Source: an optimization exercise on an open RTL-to-GDS flow (aim: small area). Production flows keep margins and buffers that such runs may drop.
RTL that was checked went through simulation tests only; none was proved equivalent to the original.
No activity file was given, so power comes from the tool's default toggle rates.

==> wip/amber: inputs <==
==> flow/design.v <==
module CNx8 # (
	parameter DATA_W = 32,
	parameter PIPE_DEPTH = 2
)(
	input wire          			clk,
	input wire          			rst,
	input wire  [7:0]         		InputValid,
	input wire  [DATA_W*8-1:0]   	InDestVid,
	input wire  [DATA_W*8-1:0]   	InUpdate,
	output wire [DATA_W*8-1:0]   	OutUpdate,
	output wire [DATA_W*8-1:0]  	OutDestVid,
	output wire [7:0]  				OutValid
);
wire [7:0]   v [0:6];
wire [255:0] d [0:6];
wire [255:0] u [0:6];
assign v[0] = InputValid;
assign d[0] = InDestVid;
assign u[0] = InUpdate;
cnx_stage #(.DIST(1), .LO(14), .UNSW(1)) s0 (.clk(clk), .iv(v[0]), .id(d[0]), .iu(u[0]), .ov(v[1]), .od(d[1]), .ou(u[1]));
cnx_stage #(.DIST(2)) s1 (.clk(clk), .iv(v[1]), .id(d[1]), .iu(u[1]), .ov(v[2]), .od(d[2]), .ou(u[2]));
cnx_stage #(.DIST(1)) s2 (.clk(clk), .iv(v[2]), .id(d[2]), .iu(u[2]), .ov(v[3]), .od(d[3]), .ou(u[3]));
cnx_stage #(.DIST(4)) s3 (.clk(clk), .iv(v[3]), .id(d[3]), .iu(u[3]), .ov(v[4]), .od(d[4]), .ou(u[4]));
cnx_stage #(.DIST(2)) s4 (.clk(clk), .iv(v[4]), .id(d[4]), .iu(u[4]), .ov(v[5]), .od(d[5]), .ou(u[5]));
cnx_stage #(.DIST(1)) s5 (.clk(clk), .iv(v[5]), .id(d[5]), .iu(u[5]), .ov(v[6]), .od(d[6]), .ou(u[6]));
reg [3:0] rcnt;
always @(posedge clk) begin
	if (rst)
		rcnt <= 4'd12;
	else if (rcnt != 4'd0)
		rcnt <= rcnt - 4'd1;
end
assign OutValid   = (rcnt == 4'd0) ? v[6] : 8'h00;
assign OutDestVid = d[6];
assign OutUpdate  = u[6];
endmodule
module cnx_stage #(
	parameter DIST = 1,
	parameter LO = 15,
	parameter UNSW = 0
)(
	input  wire         clk,
	input  wire [7:0]   iv,
	input  wire [255:0] id,
	input  wire [255:0] iu,
	output reg  [7:0]   ov,
	output reg  [255:0] od,
	output reg  [255:0] ou
);
reg [7:0]   cv;
reg [255:0] cd;
reg [255:0] cu;
reg [3:0]   cm;
genvar p, k;
generate
for (p = 0; p < 4; p = p + 1) begin : pr
	localparam integer A = (DIST == 1) ? 2*p :
	                       (DIST == 2) ? ((p >> 1) * 4 + (p & 1)) :
	                       p;
	localparam integer B = A + DIST;
	wire [31:0] da = id[32*A +: 32];
	wire [31:0] db = id[32*B +: 32];
	wire [31:0] ua = iu[32*A +: 32];
	wire [31:0] ub = iu[32*B +: 32];
	wire both = iv[A] & iv[B];
	wire sw = both & (db < da);
	wire mg = both & (da == db);
	wire [LO-1:0] xs = sw ? ub[LO-1:0] : ua[LO-1:0];
	wire [LO-1:0] xl = UNSW ? ua[LO-1:0] : xs;
	wire [LO-1:0] yl = UNSW ? ub[LO-1:0] : ub[LO-1:0] & {LO{mg}};
	wire [LO:0]   cl;
	wire [LO-1:0] al;
	assign cl[0] = 1'b0;
	for (k = 0; k < LO; k = k + 1) begin : rl
		assign al[k]   = xl[k] ^ yl[k] ^ cl[k];
		assign cl[k+1] = (xl[k] & yl[k]) | (cl[k] & (xl[k] ^ yl[k]));
	end
	wire [LO-1:0] sl = (UNSW && !mg) ? xs : al;
	wire          co = UNSW ? (mg & cl[LO]) : cl[LO];
	always @(posedge clk) begin
		cv[A] <= iv[A];
		cv[B] <= iv[B];
		cd[32*A +: 32] <= sw ? db : da;
		cd[32*B +: 32] <= sw ? da : db;
		cu[32*A +: 32] <= {sw ? ub[31:LO] : ua[31:LO], sl};
		cu[32*B +: 32] <= sw ? ua : ub;
		cm[p] <= mg;
	end
	reg cc;
	always @(posedge clk) cc <= co;
	wire [31-LO:0] xa = cu[32*A+LO +: 32-LO];
	wire [31-LO:0] yb = cu[32*B+LO +: 32-LO] & {(32-LO){cm[p]}};
	wire [32-LO:0] c;
	wire [31-LO:0] s;
	assign c[0] = cc;
	for (k = 0; k < 32-LO; k = k + 1) begin : rc
		assign s[k]   = xa[k] ^ yb[k] ^ c[k];
		assign c[k+1] = (xa[k] & yb[k]) | (c[k] & (xa[k] ^ yb[k]));
	end
	always @(posedge clk) begin
		ov[A] <= cv[A];
		ov[B] <= cv[B] & ~cm[p];
		od[32*A +: 32] <= cd[32*A +: 32];
		od[32*B +: 32] <= cd[32*B +: 32];
		ou[32*A +: 32] <= {s, cu[32*A +: LO]};
		ou[32*B +: 32] <= cu[32*B +: 32];
	end
end
endgenerate
endmodule
==> flow/run.sh <==
#!/bin/bash
# synth_recipe.tcl (not shown) runs the flow's synth.tcl, then flattens the netlist and writes it again
# the make line also repeats each setting of config.mk as NAME=value (left out here)
make -C /OpenROAD-flow-scripts/flow DESIGN_CONFIG=/design/flow/config.mk WORK_HOME=/design/flow/orfs CLKGATE_MAP_FILE= SYNTH_SCRIPT=/design/flow/synth_recipe.tcl finish
==> flow/config.mk <==
export PLATFORM = sky130hd
export DESIGN_NAME = CNx8
export DESIGN_NICKNAME = CNx8
export VERILOG_FILES = /design/flow/design.v
export SDC_FILE = /design/flow/constraint.sdc
export NUM_CORES = 4
export LEC_CHECK = 0
export CAP_MARGIN = 20
export CORE_MARGIN = 2
export CORE_UTILIZATION = 60
export CTS_BUF_LIST = sky130_fd_sc_hd__clkbuf_4 sky130_fd_sc_hd__clkbuf_8
export PLACE_DENSITY = 0.72
export SLEW_MARGIN = 20
==> flow/constraint.sdc <==
create_clock -name core_clock -period 10.0 [get_ports {clk}]
set_input_delay 2.0000 -clock core_clock [delete_from_list [all_inputs] [get_ports {clk}]]
set_output_delay 2.0000 -clock core_clock [all_outputs]
set_load 0.01 [all_outputs]
==> wip/yarrow: changes against wip/amber <==
Settings changed: CTS_BUF_LIST sky130_fd_sc_hd__clkbuf_4 sky130_fd_sc_hd__clkbuf_8 to unset.
==> comparison <==
- wip/yarrow ran to the end with violations: antenna violations. wip/amber passed the timing, DRC and antenna checks.
- Of wip/amber and wip/yarrow, wip/amber has the higher fmax (gap about 1%, measured against wip/yarrow).
- Of wip/amber and wip/yarrow, wip/yarrow has the higher design area (gap about 0.23%, measured against wip/yarrow).
- Against wip/yarrow, the wire length of wip/amber is lower by 0.38%.
- Hold slack: wip/yarrow is higher than wip/amber (0.0054 ns).
- Between wip/amber and wip/yarrow, the lower power is in wip/amber (gap about 2.5%, measured against wip/yarrow).
- Critical path depth is the same in wip/amber and wip/yarrow.
- In combinational power, wip/amber and wip/yarrow hardly differ.
==> figures <==
quantity                                                                           wip/amber                  wip/yarrow
Result of the run                                                    complete, no violations  complete, but fails checks
Reasons for failing layout checks                                                          -          antenna violations
Internal Power                                                                      0.0487 W                    0.0503 W
Detail Route met3 WL                                                               45,900 µm                   43,700 µm
GRT Util Overall                                                                       29.4%                       29.5%
Slowest cell delay on critical path                                                  0.66 ns                     0.68 ns
Clock buffer count                                                                     1,441                         840
Post-route total power                                                              0.0679 W                    0.0697 W
Wire length on met2                                                               196,000 µm                  198,000 µm
Worst hold slack                                                                    0.296 ns                    0.302 ns
GR Layer Usage met1                                                                    48.9%                       49.2%
Latest clock arrival within the worst-skew pair                                      1.29 ns                     1.04 ns
Remaining number of nets flagged by the antenna check after routing                        0                           1
Fraction of final layout cells with drive strength greater than 1                      10.5%                       6.99%
Net Sw Frac                                                                            28.3%                       27.8%
Met1 Routed Length                                                                274,000 µm                  276,000 µm
No functional check of the RTL was part of any run of this note.

========
==> inputs of v25 <==
CNx8, a different RTL version from the one above (not shown whole).
==> module CNx8, before the edit <==
module CNx8 # (
	parameter DATA_W = 32,
	parameter PIPE_DEPTH = 2
)(
	input wire          			clk,
	input wire          			rst,
	input wire  [7:0]         		InputValid,
	input wire  [DATA_W*8-1:0]   	InDestVid,
	input wire  [DATA_W*8-1:0]   	InUpdate,
	output wire [DATA_W*8-1:0]   	OutUpdate,
	output wire [DATA_W*8-1:0]  	OutDestVid,
	output wire [7:0]  				OutValid
);
wire [7:0]   v [0:6];
wire [255:0] d [0:6];
wire [255:0] u [0:6];
assign v[0] = InputValid;
assign d[0] = InDestVid;
assign u[0] = InUpdate;
cnx_stage #(.DIST(1), .INV(0), .LO(14), .UNSW(1)) s0 (.clk(clk), .iv(v[0]), .id(d[0]), .iu(u[0]), .ov(v[1]), .od(d[1]), .ou(u[1]));
cnx_stage #(.DIST(2), .INV(1)) s1 (.clk(clk), .iv(v[1]), .id(d[1]), .iu(u[1]), .ov(v[2]), .od(d[2]), .ou(u[2]));
cnx_stage #(.DIST(1), .INV(0)) s2 (.clk(clk), .iv(v[2]), .id(d[2]), .iu(u[2]), .ov(v[3]), .od(d[3]), .ou(u[3]));
cnx_stage #(.DIST(4), .INV(1)) s3 (.clk(clk), .iv(v[3]), .id(d[3]), .iu(u[3]), .ov(v[4]), .od(d[4]), .ou(u[4]));
cnx_stage #(.DIST(2), .INV(0)) s4 (.clk(clk), .iv(v[4]), .id(d[4]), .iu(u[4]), .ov(v[5]), .od(d[5]), .ou(u[5]));
cnx_stage #(.DIST(1), .INV(1)) s5 (.clk(clk), .iv(v[5]), .id(d[5]), .iu(u[5]), .ov(v[6]), .od(d[6]), .ou(u[6]));
reg [3:0] rcnt;
always @(posedge clk) begin
	if (rst)
		rcnt <= 4'd12;
	else if (rcnt != 4'd0)
		rcnt <= rcnt - 4'd1;
end
assign OutValid   = (rcnt == 4'd0) ? v[6] : 8'h00;
assign OutDestVid = d[6];
assign OutUpdate  = u[6];
endmodule
==> module cnx_stage, before the edit <==
module cnx_stage #(
	parameter DIST = 1,
	parameter INV = 0,
	parameter LO = 13,
	parameter UNSW = 0
)(
	input  wire         clk,
	input  wire [7:0]   iv,
	input  wire [255:0] id,
	input  wire [255:0] iu,
	output reg  [7:0]   ov,
	output reg  [255:0] od,
	output reg  [255:0] ou
);
localparam HI = 32 - LO;
reg [7:0]   cv;
reg [255:0] cd;
reg [255:0] cu;
reg [3:0]   cs;
reg [3:0]   cm;
genvar p, k;
generate
for (p = 0; p < 4; p = p + 1) begin : pr
	localparam integer A = (DIST == 1) ? 2*p :
	                       (DIST == 2) ? ((p >> 1) * 4 + (p & 1)) :
	                       p;
	localparam integer B = A + DIST;
	wire [31:0] ra = id[32*A +: 32];
	wire [31:0] rb = id[32*B +: 32];
	wire [31:0] qa = iu[32*A +: 32];
	wire [31:0] qb = iu[32*B +: 32];
	wire both = iv[A] & iv[B];
	wire [31:0] dt = ra ^ rb;
	wire [32:0] lc;
	assign lc[0] = 1'b0;
	for (k = 0; k < 32; k = k + 1) begin : cmp
		assign lc[k+1] = dt[k] ? (INV ? rb[k] : ra[k]) : lc[k];
	end
	wire sw = both & lc[32];
	wire mg = both & ~|dt;
	wire [LO-1:0] xl, yl, al;
	wire [LO:0]   cl;
	if (UNSW) begin : unsw
		assign xl = qa[LO-1:0];
		assign yl = qb[LO-1:0];
		assign cl[0] = 1'b0;
	end else if (INV) begin : tadd
		assign xl = ~(qa[LO-1:0] | {LO{sw}});
		assign yl = ~(qb[LO-1:0] | {LO{~(sw | mg)}});
		assign cl[0] = 1'b0;
	end else begin : nadd
		assign xl = ~(qa[LO-1:0] & {LO{~sw}});
		assign yl = ~(qb[LO-1:0] & {LO{sw | mg}});
		assign cl[0] = 1'b1;
	end
	assign al[0] = UNSW ? xl[0] ^ yl[0] : ~(~xl[0] ^ ~yl[0]) ^ INV;
	assign cl[1] = UNSW ? xl[0] & yl[0] : INV ? xl[0] & yl[0] : ~(~xl[0] & ~yl[0]);
	for (k = 1; k < LO; k = k + 1) begin : rl
		assign al[k]   = xl[k] ^ yl[k] ^ cl[k];
		assign cl[k+1] = (xl[k] & yl[k]) | (cl[k] & (xl[k] ^ yl[k]));
	end
	wire [LO-1:0] sl = UNSW ? ~(mg ? al : (sw ? qb[LO-1:0] : qa[LO-1:0])) : al;
	wire          co = UNSW ? ~(mg & cl[LO]) : cl[LO];
	reg cc;
	always @(posedge clk) begin
		cv[A] <= iv[A];
		cv[B] <= iv[B];
		cd[32*A +: 32] <= ~(sw ? rb : ra);
		cd[32*B +: 32] <= ~(sw ? ra : rb);
		cu[32*A +: 32] <= {qa[31:LO], sl};
		cu[32*B +: 32] <= {qb[31:LO], ~(sw ? qa[LO-1:0] : qb[LO-1:0])};
		cs[p] <= sw;
		cm[p] <= mg;
		cc <= co;
	end
	wire [HI-1:0] ha = cu[32*A+LO +: HI];
	wire [HI-1:0] hb = cu[32*B+LO +: HI];
	wire [HI-1:0] xa = INV ? ~(ha | {HI{cs[p]}}) : ~(ha & {HI{~cs[p]}});
	wire [HI-1:0] yb = INV ? ~(hb | {HI{~(cs[p] | cm[p])}}) : ~(hb & {HI{cs[p] | cm[p]}});
	wire [HI:0] c;
	wire [HI-1:0] s;
	assign c[0] = cc;
	for (k = 0; k < HI; k = k + 1) begin : rc
		assign s[k]   = xa[k] ^ yb[k] ^ c[k];
		assign c[k+1] = (xa[k] & yb[k]) | (c[k] & (xa[k] ^ yb[k]));
	end
	always @(posedge clk) begin
		ov[A] <= cv[A];
		ov[B] <= cv[B] & ~cm[p];
		od[32*A +: 32] <= cd[32*A +: 32];
		od[32*B +: 32] <= cd[32*B +: 32];
		ou[32*A +: 32] <= {s, cu[32*A +: LO]};
		ou[32*B +: 32] <= {~(cs[p] ? ha : hb), cu[32*B +: LO]};
	end
end
endgenerate
endmodule
==> flow/config.mk <==
export PLATFORM = sky130hd
export DESIGN_NAME = CNx8
export DESIGN_NICKNAME = CNx8
export VERILOG_FILES = /design/flow/design.v
export SDC_FILE = /design/flow/constraint.sdc
export NUM_CORES = 4
export LEC_CHECK = 0
export CAP_MARGIN = 30
export CORE_MARGIN = 2
export CORE_UTILIZATION = 65
export PLACE_DENSITY = 0.75
export SLEW_MARGIN = 30
==> flow/constraint.sdc <==
create_clock -name core_clock -period 10.0 [get_ports {clk}]
set_input_delay 2.0000 -clock core_clock [delete_from_list [all_inputs] [get_ports {clk}]]
set_output_delay 2.0000 -clock core_clock [all_outputs]
set_load 0.01 [all_outputs]
standard.sh (not shown) runs the stock make flow with config.mk's settings and CLKGATE_MAP_FILE= SYNTH_SCRIPT=/design/flow/synth_recipe.tcl, a recipe that flattens the netlist after the stock synthesis.
==> flow/flow/run.sh <==
#!/bin/bash
# The standard layout (standard.sh) with three changes:
#  - synthesis maps the logic with flow/abc_speed.script (ABC's &nf with delay
#    relaxation and extra area-recovery rounds) instead of ORFS's speed script;
#    everything else in synthesis, including the registers, is unchanged;
#  - ports are buffered with buf_1;
#  - CTS uses larger sink clusters of clkbuf_16 and no dummy loads.
# make's output goes to flow_make.log; ORFS keeps each step's log under orfs/logs/.
set -euo pipefail
W=$PWD
rm -rf "$W/scripts_abc"
cp -r "$FLOW_HOME/scripts" "$W/scripts_abc"
cp "$W/flow/abc_speed.script" "$W/scripts_abc/abc_speed.script"
bash standard.sh \
  "SCRIPTS_DIR=$W/scripts_abc" \
  "BUFFER_PORTS_ARGS=-buffer_cell sky130_fd_sc_hd__buf_1" \
  "CTS_ARGS=-sink_clustering_enable -repair_clock_nets -dont_use_dummy_load -buf_list sky130_fd_sc_hd__clkbuf_16 -sink_clustering_size 30 -sink_clustering_max_diameter 70" \
  finish > flow_make.log 2>&1
==> flow/flow/abc_speed.script <==
&get -n
&st
&dch
&nf -R 1000
&st
&syn2
&if -g -K 6
&synch2
&nf -R 1000
&st
&dch -f
&nf -R 1000 -F 4 -A 4
&put
buffer -c
topo
stime -c
dnsize -c
==> v29: changes against v25 <==
==> flow/design.v (replaced) <==
module CNx8 # (
	parameter DATA_W = 32,
	parameter PIPE_DEPTH = 2
)(
	input wire          			clk,
	input wire          			rst,
	input wire  [7:0]         		InputValid,
	input wire  [DATA_W*8-1:0]   	InDestVid,
	input wire  [DATA_W*8-1:0]   	InUpdate,
	output wire [DATA_W*8-1:0]   	OutUpdate,
	output wire [DATA_W*8-1:0]  	OutDestVid,
	output wire [7:0]  				OutValid
);
wire [7:0]   v [0:6];
wire [255:0] d [0:6];
wire [255:0] u [0:6];
assign v[0] = InputValid;
assign d[0] = InDestVid;
assign u[0] = InUpdate;
cnx_stage #(.DIST(1)) s0 (.clk(clk), .iv(v[0]), .id(d[0]), .iu(u[0]), .ov(v[1]), .od(d[1]), .ou(u[1]));
cnx_stage #(.DIST(2)) s1 (.clk(clk), .iv(v[1]), .id(d[1]), .iu(u[1]), .ov(v[2]), .od(d[2]), .ou(u[2]));
cnx_stage #(.DIST(1)) s2 (.clk(clk), .iv(v[2]), .id(d[2]), .iu(u[2]), .ov(v[3]), .od(d[3]), .ou(u[3]));
cnx_stage #(.DIST(4)) s3 (.clk(clk), .iv(v[3]), .id(d[3]), .iu(u[3]), .ov(v[4]), .od(d[4]), .ou(u[4]));
cnx_stage #(.DIST(2)) s4 (.clk(clk), .iv(v[4]), .id(d[4]), .iu(u[4]), .ov(v[5]), .od(d[5]), .ou(u[5]));
cnx_stage #(.DIST(1)) s5 (.clk(clk), .iv(v[5]), .id(d[5]), .iu(u[5]), .ov(v[6]), .od(d[6]), .ou(u[6]));
reg [3:0] rcnt;
always @(posedge clk) begin
	if (rst)
		rcnt <= 4'd12;
	else if (rcnt != 4'd0)
		rcnt <= rcnt - 4'd1;
end
assign OutValid   = (rcnt == 4'd0) ? v[6] : 8'h00;
assign OutDestVid = d[6];
assign OutUpdate  = u[6];
endmodule
module cnx_stage #(
	parameter DIST = 1
)(
	input  wire         clk,
	input  wire [7:0]   iv,
	input  wire [255:0] id,
	input  wire [255:0] iu,
	output reg  [7:0]   ov,
	output reg  [255:0] od,
	output reg  [255:0] ou
);
reg [7:0]   cv;
reg [255:0] cd;
reg [255:0] cu;
reg [3:0]   cm;
genvar p, k;
generate
for (p = 0; p < 4; p = p + 1) begin : pr
	localparam integer A = (DIST == 1) ? 2*p :
	                       (DIST == 2) ? ((p >> 1) * 4 + (p & 1)) :
	                       p;
	localparam integer B = A + DIST;
	wire [31:0] da = id[32*A +: 32];
	wire [31:0] db = id[32*B +: 32];
	wire [31:0] ua = iu[32*A +: 32];
	wire [31:0] ub = iu[32*B +: 32];
	wire both = iv[A] & iv[B];
	wire sw = both & (db < da);
	wire mg = both & (da == db);
	always @(posedge clk) begin
		cv[A] <= iv[A];
		cv[B] <= iv[B];
		cd[32*A +: 32] <= sw ? db : da;
		cd[32*B +: 32] <= sw ? da : db;
		cu[32*A +: 32] <= sw ? ub : ua;
		cu[32*B +: 32] <= sw ? ua : ub;
		cm[p] <= mg;
	end
	wire [31:0] xa = cu[32*A +: 32];
	wire [31:0] yb = cu[32*B +: 32] & {32{cm[p]}};
	wire [32:0] c;
	wire [31:0] s;
	assign c[0] = 1'b0;
	for (k = 0; k < 32; k = k + 1) begin : rc
		assign s[k]   = xa[k] ^ yb[k] ^ c[k];
		assign c[k+1] = (xa[k] & yb[k]) | (c[k] & (xa[k] ^ yb[k]));
	end
	always @(posedge clk) begin
		ov[A] <= cv[A];
		ov[B] <= cv[B] & ~cm[p];
		od[32*A +: 32] <= cd[32*A +: 32];
		od[32*B +: 32] <= cd[32*B +: 32];
		ou[32*A +: 32] <= s;
		ou[32*B +: 32] <= cu[32*B +: 32];
	end
end
endgenerate
endmodule
==> flow/run.sh (new file) <==
#!/bin/bash
# synth_recipe.tcl (not shown) runs the flow's synth.tcl, then flattens the netlist and writes it again
# the make line also repeats each setting of config.mk as NAME=value (left out here)
make -C /OpenROAD-flow-scripts/flow DESIGN_CONFIG=/design/flow/config.mk WORK_HOME=/design/flow/orfs CLKGATE_MAP_FILE= SYNTH_SCRIPT=/design/flow/synth_recipe.tcl finish
==> flow/config.mk (replaced) <==
export PLATFORM = sky130hd
export DESIGN_NAME = CNx8
export DESIGN_NICKNAME = CNx8
export VERILOG_FILES = /design/flow/design.v
export SDC_FILE = /design/flow/constraint.sdc
export NUM_CORES = 4
export LEC_CHECK = 0
export CAP_MARGIN = 20
export CORE_MARGIN = 2
export CORE_UTILIZATION = 40
export SLEW_MARGIN = 20
removed: flow/flow/run.sh
removed: flow/flow/abc_speed.script
removed: flow/standard.sh
==> run summary <==
metric                                                                                      v29                 v25
Total routing resource utilization after global routing                                   0.210               0.346
Combined flip-flop and latch cell area                                               126000 µm²          126000 µm²
Total number of placement rows                                                              263                 197
Final worst slack                                                                      -1.62 ns             1.31 ns
Clock transition at path regs                                                           0.06 ns             0.11 ns
Post-route insts no fill                                                                  23159               19820
Run status                                                           complete, but fails checks  timing/DRC/antenna clean
Violated checks                                                                    setup timing                   -
Destination of the worst hold path                                           s2.ou[100]$_DFF_P_  s3.od[142]$_DFF_P_
Reported combinational group power                                                     0.0113 W            0.0117 W
Die Width                                                                                722 µm              543 µm
Clock buf/inv share                                                                      0.0888              0.0330
Post-route core utilization                                                               0.483               0.707
Share of final-layout standard cells stronger than drive strength 1                       0.312              0.0334
Fill cell count                                                                           44345               20253
GPL Wtd Cong                                                                              0.905                1.01
Relative contribution of combinational cells to total power                               0.158               0.190
Non-CTS buffers                                                                            1227                1151
Worst setup slack for register-to-register paths                                       -1.62 ns             1.31 ns
First-pass GRT wire length                                                               779 mm              722 mm
Fmax                                                                                 0.0860 GHz           0.115 GHz
GRT met1 Usage                                                                            0.325               0.560
Post-layout power                                                                      0.0714 W            0.0614 W

[afterwards: timing with drivers on the ports]
How much do the figures lean on ideal ports? The routed layouts below were timed once more, with nothing changed but the port constraints.
Step 1: set_driving_cell puts a clkbuf_16 on clk and a buf_2 on each other input, an assumption about the parent block.
Step 2 also shifts input and output timing later by t, the mid clock arrival at the registers, as if the neighbouring blocks saw the same clock.
a / b / c = no drivers / after step 1 / after step 2; a / b = the first two.
| run | shift t [ns] | setup WS [ns] | cell pins on the clock port's net |
|---|---|---|---|
| wip/amber | 1.361 | 1.156 / 1.156 / 1.070 | 1 |
| wip/yarrow | 1.126 | 1.069 / 1.069 / 1.064 | 1 |
| v25 | 1.006 | 1.308 / 1.308 / 1.308 | 1 |
| v29 | 1.177 | -1.624 / -1.624 / -1.624 | 1 |
The setup slack of wip/amber, which loses most, moves by 0.000 ns with the drivers and by -0.086 ns with both steps.
